This design comes from an exercise in tuning for small area, a short achievable clock period and few clock cycles per item on the open sky130 flow, not from production work. RTL that was checked went through simulation tests only; none was proved equivalent to the original. Power figures rest on the tool's default switching activity, not on a simulated workload.

==> flow/design.v (excerpt) <==
module MS_DMAC_AHBL (
    input   wire    HCLK,
    input   wire    HRESETn,
    output  wire    IRQ,
    input wire          HSEL,
    input wire [31:0]   HADDR,
    input wire [1:0]    HTRANS,
    input wire          HWRITE,
    input wire          HREADY,
    input wire [31:0]   HWDATA,
    input wire [2:0]    HSIZE,
    output wire         HREADYOUT,
    output wire [31:0]  HRDATA,
    output wire [31:0]  M_HADDR,
    output wire [1:0]   M_HTRANS,
    output wire [2:0] 	M_HSIZE,
    output wire         M_HWRITE,
    output wire [31:0]  M_HWDATA,
    input wire          M_HREADY,
    input wire [31:0]   M_HRDATA
);
    reg         we_ctrl, we_saddr, we_daddr, we_size, we_trig;
    wire [15:0] a = HADDR[15:0];
    wire        a_ctrl  = (a == 16'h00);
    wire        a_stat  = (a == 16'h04);
    wire        a_saddr = (a == 16'h08);
    wire        a_daddr = (a == 16'h0C);
    wire        a_size  = (a == 16'h10);
    wire        a_trig  = (a == 16'h14);
    wire        a_none  = ~(a_ctrl | a_stat | a_saddr | a_daddr | a_size | a_trig);
    wire        wr_ap   = HSEL & HWRITE & HTRANS[1];
    always @(posedge HCLK) begin
        if (HREADY) begin
            we_ctrl  <= wr_ap & a_ctrl;
            we_saddr <= wr_ap & a_saddr;
            we_daddr <= wr_ap & a_daddr;
            we_size  <= wr_ap & a_size;
            we_trig  <= wr_ap & a_trig;
        end
    end
    reg [31:0]  CTRL_REG;
    reg [31:0]  SADDR_REG;
    reg [31:0]  DADDR_REG;
    reg [15:0]  SIZE_REG;
    reg         TRIG_REG;
    reg         done_r;
    reg         irq_r;
    wire        done_set;
    wire [31:0] ctrl_nx  = we_ctrl  ? HWDATA        : CTRL_REG;
    wire [31:0] saddr_nx = we_saddr ? HWDATA        : SADDR_REG;
    wire [31:0] daddr_nx = we_daddr ? HWDATA        : DADDR_REG;
    wire [15:0] size_nx  = we_size  ? HWDATA[15:0]  : SIZE_REG;
    wire        trig_nx  = we_trig  ? HWDATA[0]     : (TRIG_REG & ~done_set);
    wire        done_nx  = we_trig  ? 1'b0          : (done_r | done_set);
  ...
Size in the first run: ~310 flip-flops, ~210 I/O pins, ~13000 um^2 of cells after synthesis.
Settings: LEC_CHECK=0, CAP_MARGIN=20, CORE_MARGIN=2, CORE_UTILIZATION=40, SLEW_MARGIN=20; clock period 7.0 ns.
run.sh (not shown) runs the stock make flow with config.mk's settings and CLKGATE_MAP_FILE= SYNTH_SCRIPT=/design/flow/synth_recipe.tcl, a recipe that flattens the netlist after the stock synthesis.
The starting point finished with timing, DRC and antenna clean.
==> next run, changes <==
Settings changed: ABC_CLOCK_PERIOD_IN_PS set to 2500, SETUP_SLACK_MARGIN set to 4.5, TNS_END_PERCENT set to 100.
Outcome: Final cell count rises by 5.2%. Sequential cell count is unchanged. Power came out higher by 3.3%.
No functional check of the RTL was part of any run of this note.

---

== run A ==
MS_DMAC_AHBL, a different RTL version from the one above (not shown whole).
Size: roughly 320 flip-flops, roughly 210 I/O pins.
Settings: LEC_CHECK=0, ABC_CLOCK_PERIOD_IN_PS=2500, CAP_MARGIN=20, CORE_MARGIN=2, CORE_UTILIZATION=40, CTS_CLUSTER_DIAMETER=100, CTS_CLUSTER_SIZE=25, SETUP_SLACK_MARGIN=4.6, SLEW_MARGIN=20, TNS_END_PERCENT=100; clock period 7.0 ns.
standard.sh (not shown) runs the stock make flow with config.mk's settings and CLKGATE_MAP_FILE= SYNTH_SCRIPT=/design/flow/synth_recipe.tcl, a recipe that flattens the netlist after the stock synthesis.
==> flow/flow/run.sh <==
#!/bin/bash
# Standard layout, with every port buffered by the smallest buffer
# (timing repair resizes them where it needs to).
set -euo pipefail
export BUFFER_PORTS_ARGS="-buffer_cell sky130_fd_sc_hd__buf_1"
bash standard.sh synth > synth.log 2>&1
bash standard.sh > layout.log 2>&1
Run A finished all stages; the layout is clean.
Testbench counts of run A, summed over its fixed seeds: cycles 100,757, items 25,289.
[inputs] run B vs run A
- CORE_UTILIZATION: 40 -> 68
- SETUP_SLACK_MARGIN: 4.6 -> 4.5
### Flow results
As of run B, largest net degree at the start of global routing had risen by more than 10% compared to run A. Against run A, run B comes in about 2% lower on non-clock buffer count. Re detailed-route wire length: run A was higher than run B. Changes observed in run B relative to run A: number of buffers inserted by post-CTS setup repair moved up, worst-case setup slack after placement moved up. Looking at count of nets after finishing, run B sits about 0.5% below run A. Of run B and run A, the run reporting the higher sequential share of layout area was run B. Run B against run A; via total after detailed routing is up slightly.
Edits applied to the flow inputs when going from run B to run C:
- CORE_UTILIZATION changed from 68 to 40
- PLACE_DENSITY newly set to 0.8
Compared with run B, run C shows a clock share of power that is 0.5 points higher.
Against run B, final-layout clock buffer total in run C fell by a few percent.
NOTE detailed-route via count run B->run C increased by a few percent
Final cell count in run C is 184 higher than in run B
In run C, number of buffers created by CTS is higher than in run B.
Diff run B -> run C: number of cells on the critical path shows no meaningful change; worst path setup slack after routing fell by 0.063 ns.
Against run B, cell area after layout in run C came out worse.
The following lists how run D was set up differently from run C:
- swapping 40 for 65 in CORE_UTILIZATION
- clearing CTS_CLUSTER_SIZE, which used to be 25
- clearing CTS_CLUSTER_DIAMETER, which used to be 100
- swapping 0.8 for 0.75 in PLACE_DENSITY
==> flow/run.sh (new file) <==
#!/bin/bash
# synth_recipe.tcl (not shown) runs the flow's synth.tcl, then flattens the netlist and writes it again
# the make line also repeats each setting of config.mk as NAME=value (left out here)
make -C /OpenROAD-flow-scripts/flow DESIGN_CONFIG=/design/flow/config.mk WORK_HOME=/design/flow/orfs CLKGATE_MAP_FILE= SYNTH_SCRIPT=/design/flow/synth_recipe.tcl finish
removed: flow/flow/run.sh
removed: flow/standard.sh
Notes after the runs:
Cell count: run D vs run C down 7.4%
The setup slack of run D is smaller than that of run C.
In terms of storage element area, run D and run C differ only marginally.
Run D ended up with a lower core box area than run C did.
Area of all placed cells without fillers for run D: about 8% up relative to run C
In run D the routed length per placed instance turned out 11% higher than in run C.
First-pass GRT wire length was higher in run D than in run C.
[inputs] run E vs run D
- putting CTS_CLUSTER_SIZE at 28 where nothing was set
- clearing PLACE_DENSITY, which used to be 0.75
- swapping 65 for 40 in CORE_UTILIZATION
- putting CTS_CLUSTER_DIAMETER at 120 where nothing was set
==> flow/flow/run.sh (new file) <==
#!/bin/bash
# Standard layout, with every port buffered by the smallest buffer
# (timing repair resizes them where it needs to).
set -euo pipefail
export BUFFER_PORTS_ARGS="-buffer_cell sky130_fd_sc_hd__buf_1"
bash standard.sh synth > synth.log 2>&1
bash standard.sh > layout.log 2>&1
==> flow/standard.sh (new file) <==
#!/bin/bash
# synth_recipe.tcl (not shown) runs the flow's synth.tcl, then flattens the netlist and writes it again
# the make line also repeats each setting of config.mk as NAME=value (left out here)
make -C /OpenROAD-flow-scripts/flow DESIGN_CONFIG=/design/flow/config.mk WORK_HOME=/design/flow/orfs CLKGATE_MAP_FILE= SYNTH_SCRIPT=/design/flow/synth_recipe.tcl "${@:-finish}"
removed: flow/run.sh
Findings:
Re half-perimeter wire length after detailed placement: run D and run E aren't equal, and the higher value belongs to run E. Across both runs, via count was lower for run E than for run D. Tightest hold margin across run D and run E: no real change. Between run D and run E, the placeable core region is higher for run E. Worst setup path endpoint = M_HADDR[15]: run E; worst setup path endpoint = M_HADDR[17]: run D. Going from run D to run E, fraction of area in multi-input gates grows by 2.3 points. Final RePlAce weighted congestion went up slightly going from run D to run E. Placement row count (higher): run E.
Input changes introduced in run F (baseline for comparison: run E):
- a deleted CTS_CLUSTER_SIZE that had been 28
- a change of ABC_CLOCK_PERIOD_IN_PS from 2500 to 2000
- a deleted CTS_CLUSTER_DIAMETER that had been 120
- a change of SETUP_SLACK_MARGIN from 4.5 to 5
==> flow/run.sh (new file) <==
#!/bin/bash
# synth_recipe.tcl (not shown) runs the flow's synth.tcl, then flattens the netlist and writes it again
# the make line also repeats each setting of config.mk as NAME=value (left out here)
make -C /OpenROAD-flow-scripts/flow DESIGN_CONFIG=/design/flow/config.mk WORK_HOME=/design/flow/orfs CLKGATE_MAP_FILE= SYNTH_SCRIPT=/design/flow/synth_recipe.tcl finish
removed: flow/flow/run.sh
removed: flow/standard.sh
## What came out
Sort run F and run E by total CTS buffers, descending, and run F comes first. Lower number of buffers other than clock buffers in the final layout goes to run E over run F. From run E to run F, initial cell density of the core did not move at all.

afterwards: timing with drivers on the ports:
Ports are ideal in the flow. The routed layouts listed here were re-timed in OpenROAD. Step 1: set_driving_cell puts a clkbuf_16 on HCLK and a buf_2 on each other input, an assumption about the parent block. Step 2 moves the port delays by t, midway between the first and last clock arrival at a register: inputs arrive t later, outputs are due t later. That takes back most of the time a late clock gives input paths. a / b / c = ideal ports / drivers / drivers and shift; a / b = the first two.
| run | t (ns) | setup slack, ns | hold WS [ns] |
|---|---|---|---|
| the first run of note 1 | 0.552 | 3.364 / 3.364 / 3.001 | 0.497 / 0.497 / 0.497 |
| the second run of note 1 | 0.556 | 4.139 / 4.139 / 4.001 | 0.496 / 0.496 / 0.496 |
| run A | 0.564 | 4.429 / 4.380 / 3.996 | 0.501 / 0.501 / 0.501 |
| run B | 0.554 | 4.441 / 4.392 / 3.958 | 0.497 / 0.497 / 0.497 |
| run C | 0.567 | 4.378 / 4.327 / 3.946 | 0.502 / 0.502 / 0.502 |
| run D | 0.603 | 4.368 / 4.320 / 3.900 | 0.498 / 0.498 / 0.498 |
| run E | 0.561 | 4.434 / 4.384 / 3.914 | 0.501 / 0.501 / 0.501 |
| run F | 0.569 | 4.419 / 4.366 / 3.971 | 0.496 / 0.496 / 0.496 |
After both steps every run listed still meets setup and hold. The setup slack of run E, which loses most, moves by -0.050 ns with the drivers and by -0.520 ns with both steps.
